Context: an optimization exercise on an open-source flow, tuned for small area, a short achievable clock period and few clock cycles per item. The choices shown serve that exercise and are no tape-out recipe.
In this exercise RTL edits were held to simulation tests only and were not proved equivalent to the original.

==> flow/constraint.sdc <==
create_clock -name core_clock -period 115.0 [get_ports {clk}]
set_input_delay 23.0000 -clock core_clock [delete_from_list [all_inputs] [get_ports {clk}]]
set_output_delay 23.0000 -clock core_clock [all_outputs]
set_load 0.01 [all_outputs]
==> flow/run.sh <==
#!/bin/bash
# synth_recipe.tcl (not shown) runs the flow's synth.tcl, then flattens the netlist and writes it again
# the make line also repeats each setting of config.mk as NAME=value (left out here)
make -C /OpenROAD-flow-scripts/flow DESIGN_CONFIG=/design/flow/config.mk WORK_HOME=/design/flow/orfs CLKGATE_MAP_FILE= SYNTH_SCRIPT=/design/flow/synth_recipe.tcl finish
==> flow/design.v <==
`timescale 1ns/10ps
module RFILE(clk, rst, A_x, A_y, B_x, B_y, C_x, C_y, rssiA, rssiB, rssiC,
             valueA, valueB, valueC, expA, expB, expC, busy, out_valid, xt, yt);
input           clk;
input           rst;
input  [7:0]    A_x, A_y, B_x, B_y, C_x, C_y;
input  [19:0]   rssiA, rssiB, rssiC;
input  [15:0]   valueA, valueB, valueC;
output reg [11:0] expA, expB, expC;
output          busy;
output reg      out_valid;
output reg [7:0] xt, yt;
reg  [4:0] t;           
reg  [2:0] k;           
wire       fin = (t >= 5'd13) && (t[2:0] - 3'd5 == k);
always @(posedge clk or posedge rst) begin
    if (rst) begin
        t <= 5'd0;
        out_valid <= 1'b0;
    end else begin
        t <= fin ? 5'd0 : t + 5'd1;
        out_valid <= fin;
    end
end
assign busy = ~out_valid;
function [13:0] f_exp(input [19:0] u);
    reg [19:0] z; reg [2:0] r; reg [3:0] s; reg [16:0] q; integer j;
    begin
        z = 20'd806912 - u;
        r = 3'd0;
        for (j = 18; j >= 2; j = j - 1) begin
            s = {r, z[j]};
            q[j-2] = (s >= 4'd5);
            r = q[j-2] ? s - 4'd5 : s[2:0];
        end
        f_exp = q[13:0];
    end
endfunction
reg  [19:0] rs;
reg  [1:0]  iA, iB, iC;
wire [13:0] e = f_exp(rs);
always @(posedge clk) begin
    rs <= (t == 5'd0) ? rssiA : (t == 5'd1) ? rssiB : rssiC;
    if (t == 5'd1) {iA, expA} <= e;
    if (t == 5'd2) {iB, expB} <= e;
    if (t == 5'd3) {iC, expC} <= e;
end
function [13:0] f_d(input [15:0] v, input [1:0] i);
    reg [25:0] a, b, c, p; reg ci;
    begin
        case (i)
            2'd0: begin a = v;            b = 26'd0;         c = 26'd0;        end
            2'd1: begin a = {v, 3'd0};    b = {v, 1'd0};     c = 26'd0;        end
            2'd2: begin a = {v, 6'd0};    b = {v, 5'd0};     c = {v, 2'd0};    end
            default: begin a = {v, 10'd0}; b = ~{5'd0, v, 5'd0}; c = {v, 3'd0}; end
        endcase
        ci = (i == 2'd3);
        p = a + b + c + ci;
        f_d = p[25:12];
    end
endfunction
reg  [15:0] vr;
reg  [7:0]  cx, cy;
wire [1:0]  isel = (t == 5'd4) ? iA : (t == 5'd5) ? iB : iC;
wire [13:0] dd = f_d(vr, isel);
wire [15:0] w = dd * dd - cx * cx - cy * cy;
always @(posedge clk) begin
    vr <= (t == 5'd3) ? valueA : (t == 5'd4) ? valueB : valueC;
    {cx, cy} <= (t == 5'd3) ? {A_x, A_y} : (t == 5'd4) ? {B_x, B_y} : {C_x, C_y};
end
wire signed [8:0] x0 = {1'b0, B_x} - {1'b0, A_x};
wire signed [8:0] x1 = {1'b0, C_x} - {1'b0, B_x};
wire signed [8:0] y0 = {1'b0, B_y} - {1'b0, A_y};
wire signed [8:0] y1 = {1'b0, C_y} - {1'b0, B_y};
reg  [15:0] c0, c1;
reg  [16:0] cd;
wire [15:0] c1n = c1 - ((t == 5'd6) ? w : 16'd0);
wire [16:0] cdn = {c0[15], c0} - {c1n[15], c1n};
always @(posedge clk) begin
    if (t == 5'd0) begin
        c0 <= {{7{x0[8]}}, x0};
        c1 <= {{7{x1[8]}}, x1};
    end else if (t == 5'd4) c0 <= w;
    else if (t == 5'd5) c0 <= c0 - w;
    if (t == 5'd5) c1 <= w;
    else if (t == 5'd6) c1 <= c1n;
    if (t == 5'd1 || t == 5'd6) cd <= cdn;
end
reg  [17:0] g;
reg         sgnd;
reg         negx, negy;
wire [18:0] rxq, ryq;
wire [17:0] fxq, fyq;
wire [17:0] dlt = {rxq[8:0], fxq[17:9]};      
wire [16:0] adl = dlt[17] ? 17'd0 - dlt[16:0] : dlt[16:0];
always @(posedge clk) begin
    if (t == 5'd5) begin
        sgnd <= dlt[17];
        g <= {adl, 1'b0};
        k <= 3'd0;
    end else if (t >= 5'd6 && t <= 5'd8) begin
        if (g[17:12] == 6'd0) begin g <= {g[11:0], 6'd0}; k <= k + 3'd2; end
        else if (g[17:15] == 3'd0) begin g <= {g[14:0], 3'd0}; k <= k + 3'd1; end
    end
    if (t == 5'd10) begin negx <= rxq[18]; negy <= ryq[18]; end
end
wire ldx  = (t == 5'd1) || (t == 5'd6);
wire mulx = (t >= 5'd2 && t <= 5'd4) || (t >= 5'd7 && t <= 5'd9);
wire ldy  = (t == 5'd6);
wire muly = (t >= 5'd7 && t <= 5'd9);
wire msb  = (t == 5'd4) || (t == 5'd9);
wire div  = (t >= 5'd10);
wire fe   = (t <= 5'd12);
wire ginv = sgnd & (t >= 5'd7);
lane lx(.clk(clk), .ld(ldx), .mul(mulx), .div(div), .msb(msb), .fe(fe), .ginv(ginv),
        .ldv({y1, y0}), .u(c0), .v(c1), .w(cd), .polw(1'b0), .g(g), .r(rxq), .f(fxq));
lane ly(.clk(clk), .ld(ldy), .mul(muly), .div(div), .msb(msb), .fe(fe), .ginv(ginv),
        .ldv({x0, x1}), .u(c1), .v(c0), .w(cd), .polw(1'b1), .g(g), .r(ryq), .f(fyq));
wire [18:0] ng = 19'd0 - {1'b0, g};
wire nzx = rxq[18] ? (rxq != ng) : (rxq != 19'd0);
wire nzy = ryq[18] ? (ryq != ng) : (ryq != 19'd0);
always @(posedge clk) begin
    xt <= fxq[7:0] + {7'd0, negx & nzx};
    yt <= fyq[7:0] + {7'd0, negy & nzy};
end
endmodule
module lane(clk, ld, mul, div, msb, fe, ginv, ldv, u, v, w, polw, g, r, f);
input clk, ld, mul, div, msb, fe, ginv, polw;
input [17:0] ldv;
input [15:0] u, v;
input [16:0] w;
input [17:0] g;
output reg [18:0] r;
output reg [17:0] f;
reg [18:0] rr [0:3];
reg [19:0] x, y, s;
reg        ci, ab, bb, inv;
reg [16:0] sel;
reg [2:0]  ob;
integer j;
always @* begin
    rr[0] = r;
    for (j = 0; j < 3; j = j + 1) begin
        if (mul) begin
            ab = f[9 + j];
            bb = f[j];
            sel = (ab & ~bb) ? {u[15], u} : (~ab & bb) ? {v[15], v} : (ab & bb) ? w : 17'd0;
            inv = ((~ab & bb) | (ab & bb & polw)) ^ (msb && j == 2) ^ ginv;
            x = {rr[j][18], rr[j]};
            y = {{3{sel[16]}}, sel} ^ {20{inv}};
            ci = inv;
        end else begin
            x = {rr[j], fe & f[17 - j]};
            inv = ~rr[j][18];
            y = {2'b00, g} ^ {20{inv}};
            ci = inv;
        end
        s = x + y + {19'd0, ci};
        if (mul) begin
            ob[j] = s[0];
            rr[j + 1] = s[19:1];
        end else begin
            ob[j] = ~s[19];
            rr[j + 1] = s[18:0];
        end
    end
end
always @(posedge clk) begin
    if (ld) begin
        r <= 19'd0;
        f <= ldv;
    end else if (mul) begin
        r <= rr[3];
        f <= {ob[2], ob[1], ob[0], f[17:12], 3'd0, f[8:3]};
    end else if (div) begin
        r <= rr[3];
        f <= {f[14:0], ob[0], ob[1], ob[2]};
    end
end
endmodule
==> flow/config.mk <==
export PLATFORM = sky130hd
export DESIGN_NAME = RFILE
export DESIGN_NICKNAME = RFILE
export VERILOG_FILES = /design/flow/design.v
export SDC_FILE = /design/flow/constraint.sdc
export NUM_CORES = 8
export LEC_CHECK = 0
export CAP_MARGIN = 20
export CORE_MARGIN = 2
export CORE_UTILIZATION = 40
export SLEW_MARGIN = 20
==> run notes <==
-- cells in the mapped netlist, types with 52 or more instances --
master    count  area, sq um
o21bai_1     59          443
buf_1        56          210
xor2_1      208         1820
nor2_1      331         1240
nand2_1     727         2730
a21o_1      117          878
ha_1        330         4130
a21oi_1     352         1760
dfxtp_1     108         2160
xnor2_1     321         2810
nand2b_1     52          325
inv_1       438         1640
edfxtp_1    147         4410
o21ai_0     329         1650
mux2i_1     142         1420
fa_1        209         4180
a211oi_1     54          405
clkbuf_1    202          758
nor2b_1      65          407
-- stage by stage --
stage                     hold slack, ps  std cells
after floorplan                      406       4761
after CTS                            518       6074
after global routing                 547       6076
final                                517       6076
after global placement               488       6006
after detailed placement             510       6006
-- state kept, by name (all words and copies together), names as in the netlist, 12 cells and up --
signal	count
expC	12
c1	16
c0	16
ly.r	19
vr	16
expB	12
ly.f	18
cd	17
rs	19
g	17
expA	12
lx.f	18
lx.r	19
-- area by class of cell --
class | count | area (sq um)
Sequential cell | 261 | 6730
Inverter | 443 | 1660
Clock inverter | 16 | 208
Multi-Input combinational cell | 3794 | 27900
Tap cell | 1243 | 1560
Antenna cell | 1 | 2.50
Fill cell | 9272 | 50300
Clock buffer | 52 | 1050
Timing Repair Buffer | 266 | 2530
-- how the worst max path moves through the flow --
stage,from,endpoint,cells after the start
after floorplan,B_x[0],c0[11]$_DFFE_PP_,12
after global placement,B_x[1],c1[7]$_DFFE_PP_,14
after detailed placement,B_x[1],c1[7]$_DFFE_PP_,14
after CTS,B_x[0],c0[15]$_DFFE_PP_,13
after global routing,B_x[0],c0[13]$_DFFE_PP_,13
final,B_x[0],c0[15]$_DFFE_PP_,13
-- cell families (layout without fill, tap and decap cells) --
logic type | Yosys count | count (layout)
flops | 261 | 261
mux | 154 | 154
xor+xnor | 530 | 530
compound gates | 1140 | 1140
simple gates | 1430 | 1430
buf+inv | 706 | 777
other cells | 1 | 2
fa+ha+maj | 539 | 539
-- worst max-delay path: cells and delay by family --
kind	cells	cell delay [ps]
AOI/OAI and AO/OA	6	1210
adders and majority gates	2	620
and+or+nand+nor	3	350
buffers and inverters	2	560
-- cells in the final DEF (no fill, tap or decap), drive strengths merged, types with 21 or more instances in the layout --
master | Yosys | final
nand2 | 727 | 727
inv | 440 | 443
a21oi | 353 | 353
o21ai | 337 | 337
nor2 | 332 | 332
ha | 330 | 330
xnor2 | 322 | 322
fa | 209 | 209
clkdlybuf4s50 | 0 | 208
xor2 | 208 | 208
edfxtp | 147 | 147
mux2i | 143 | 143
a21o | 117 | 117
dfxtp | 108 | 108
nor2b | 65 | 65
o21bai | 59 | 59
buf | 60 | 58
a211oi | 54 | 54
nand2b | 52 | 52
clkbuf | 203 | 52
o211ai | 50 | 50
nand3 | 46 | 46
and2 | 46 | 46
a31oi | 33 | 33
nor3 | 33 | 33
o21a | 26 | 26
a22oi | 24 | 24
or3 | 21 | 21
nand4 | 21 | 21
-- routing by layer --
layer  global-route usage  up-vias  routed length, um
met5                    0        -                  0
met1                0.298    15300              47800
met4               0.0719        0               3380
met3               0.0217      166               5310
met2                0.403      776              53600
li1                     -    16100                  -
==> qor.txt <==
Status -> no timing/DRC/antenna violations
Worst hold start -> ly.f[7]$_DFFE_PP_
Synth cell types -> 95
Clock Sink Count -> 261
DP Wirelength -> 86600 um
Setup TNS -> 0 ps
Worst setup SP type -> input port
Number of synthesized register bits -> 261
Vias per cell -> 5.33
Area grow syn2layout -> 12.0%
Pre-CTS setup slack -> 88910 ps
Setup Fix Bufs, Post-CTS -> 0
Final nets -> 5500
Slowest stage delay, CP -> 680 ps
Reg2reg start -> rs[3]$_DFF_P_
Util after Layout -> 0.453
Cells along the critical path -> clkdlybuf4s50_1 > inv_1 > ha_1 > fa_1 > nor2b_1 > o21ai_0 > nand2b_1 > a21o_1 > a21o_1 > and2_1 > o21ai_0 > a21oi_1 > a21oi_1
Clk root buf -> clkbuf_16
CP max stage cell -> a21oi_1
Setup violations, final -> 0
Placeable Area -> 91900 sq um
Mapped Area -> 37200 sq um
Die area -> 95400 sq um
Worst slew margin -> 0.281
Initial DRC Count -> 2455
RSZ-0062 raised after global routing -> false
Post-Route WL -> 110000 um
Critical setup path kind -> in -> reg
Syn nets -> 5458
HP Class -> reg -> reg
Worst EP arrival -> 25760 ps
Placed Area -> 40400 sq um
CTS tree -> done
Fin worst setup slack -> 89520 ps
Simple-gate share of the synthesized area -> 0.170
R2R Path End -> expC[0]$_DFFE_PP_
Post-Synth Adder-Cell Area -> 0.224
Hold Path Depth -> 1
Largest family of logic cells by synthesized area -> adder cells
Period utilization -> 0.222
IO Count -> 212
Sequential share of the synthesized area -> 0.181
Synth warn -> 3
Vias in the first global route -> 31500
Minimum clock period -> 25480 ps
Syn Area/Cell -> 7.81 sq um
Slew of the pin with the lowest slew margin -> 1080 ps
Num CTS Buffers -> 37
Maximum buffer depth of the clock tree -> 3
Rows -> 111
GRT overflow -> 0
GPL Wtd Cong -> 0.906
Hold buffer count at CTS -> 0
Clock Latency Late Sink -> 590 ps
Prevailing post-synth register cell -> edfxtp_1
Reg2reg path depth -> 73
Final instance area -> 41600 sq um
Endpoints failing hold -> 0
Clock-pin slew on the worst setup and hold paths -> 60 ps
Die Wd -> 309 um
Vias post-DR -> 32400
Worst R2R Setup Slack -> 97370 ps
CP max FO -> 8
Gate Count Post-Synth -> 4761
GR Util All Layers -> 0.230
Compound-gate portion of the synthesized area -> 0.187
Initial core utilization -> 0.405
Fmax -> 0.0393 GHz
Drt wl/cell -> 18.1 um
Ys async rst share -> 0.0230
Skew final -> 42.7 ps
Worst path required time -> 115280 ps
Resized cells post-CTS -> 0
Number of synthesized flops with an enable pin -> 147
First-pass GRT wire length -> 174000 um
# H-tree levels -> 2
Maxcap violations -> 0
Pins Over Slew Limit -> 0
Xor and xnor area share after synthesis -> 0.125
Layout cells sized above 1 -> 0.0391
DRT antenna net count -> 0
Setup crit end kind -> flop
Hold worst-path end -> yt[7]$_DFF_P_
Die span in y -> 309 um
Antenna violations before repair -> 1
I/O Buffers -> 208
Largest net degree at the start of global routing -> 97
Residual DRC -> 0
Mux contribution to synthesized area -> 0.0426
Drt pass-1 iters -> 5
Testbench counts, summed over its fixed seeds: cycles 8,201, items 512.

## static timing again, ports no longer ideal
No port has a modelled driver above. Below, the same layout with a new extraction and two added sets of constraints. Step 1 assumes that a clkbuf_16 drives the clock port and a buf_2 every other input. Step 2 adds t to the input delays and takes it off the output delays; t is the mean of the earliest and latest rising clock arrival at the registers after step 1. Input paths then give back, and output paths get back, about the clock's delay inside the block. Three values: ideal, step 1, step 2; two values: the first two.
shift t [ns]: 0.623
setup slack, ns: 89.523 / 89.517 / 88.893
worst hold slack (ns): 0.517 / 0.517 / 0.517
slew at the worst register clock pin (ns): 0.06 / 0.06
After both steps setup and hold are still met in this run. The setup slack of this run moves by -0.006 ns with the drivers and by -0.630 ns with both steps.
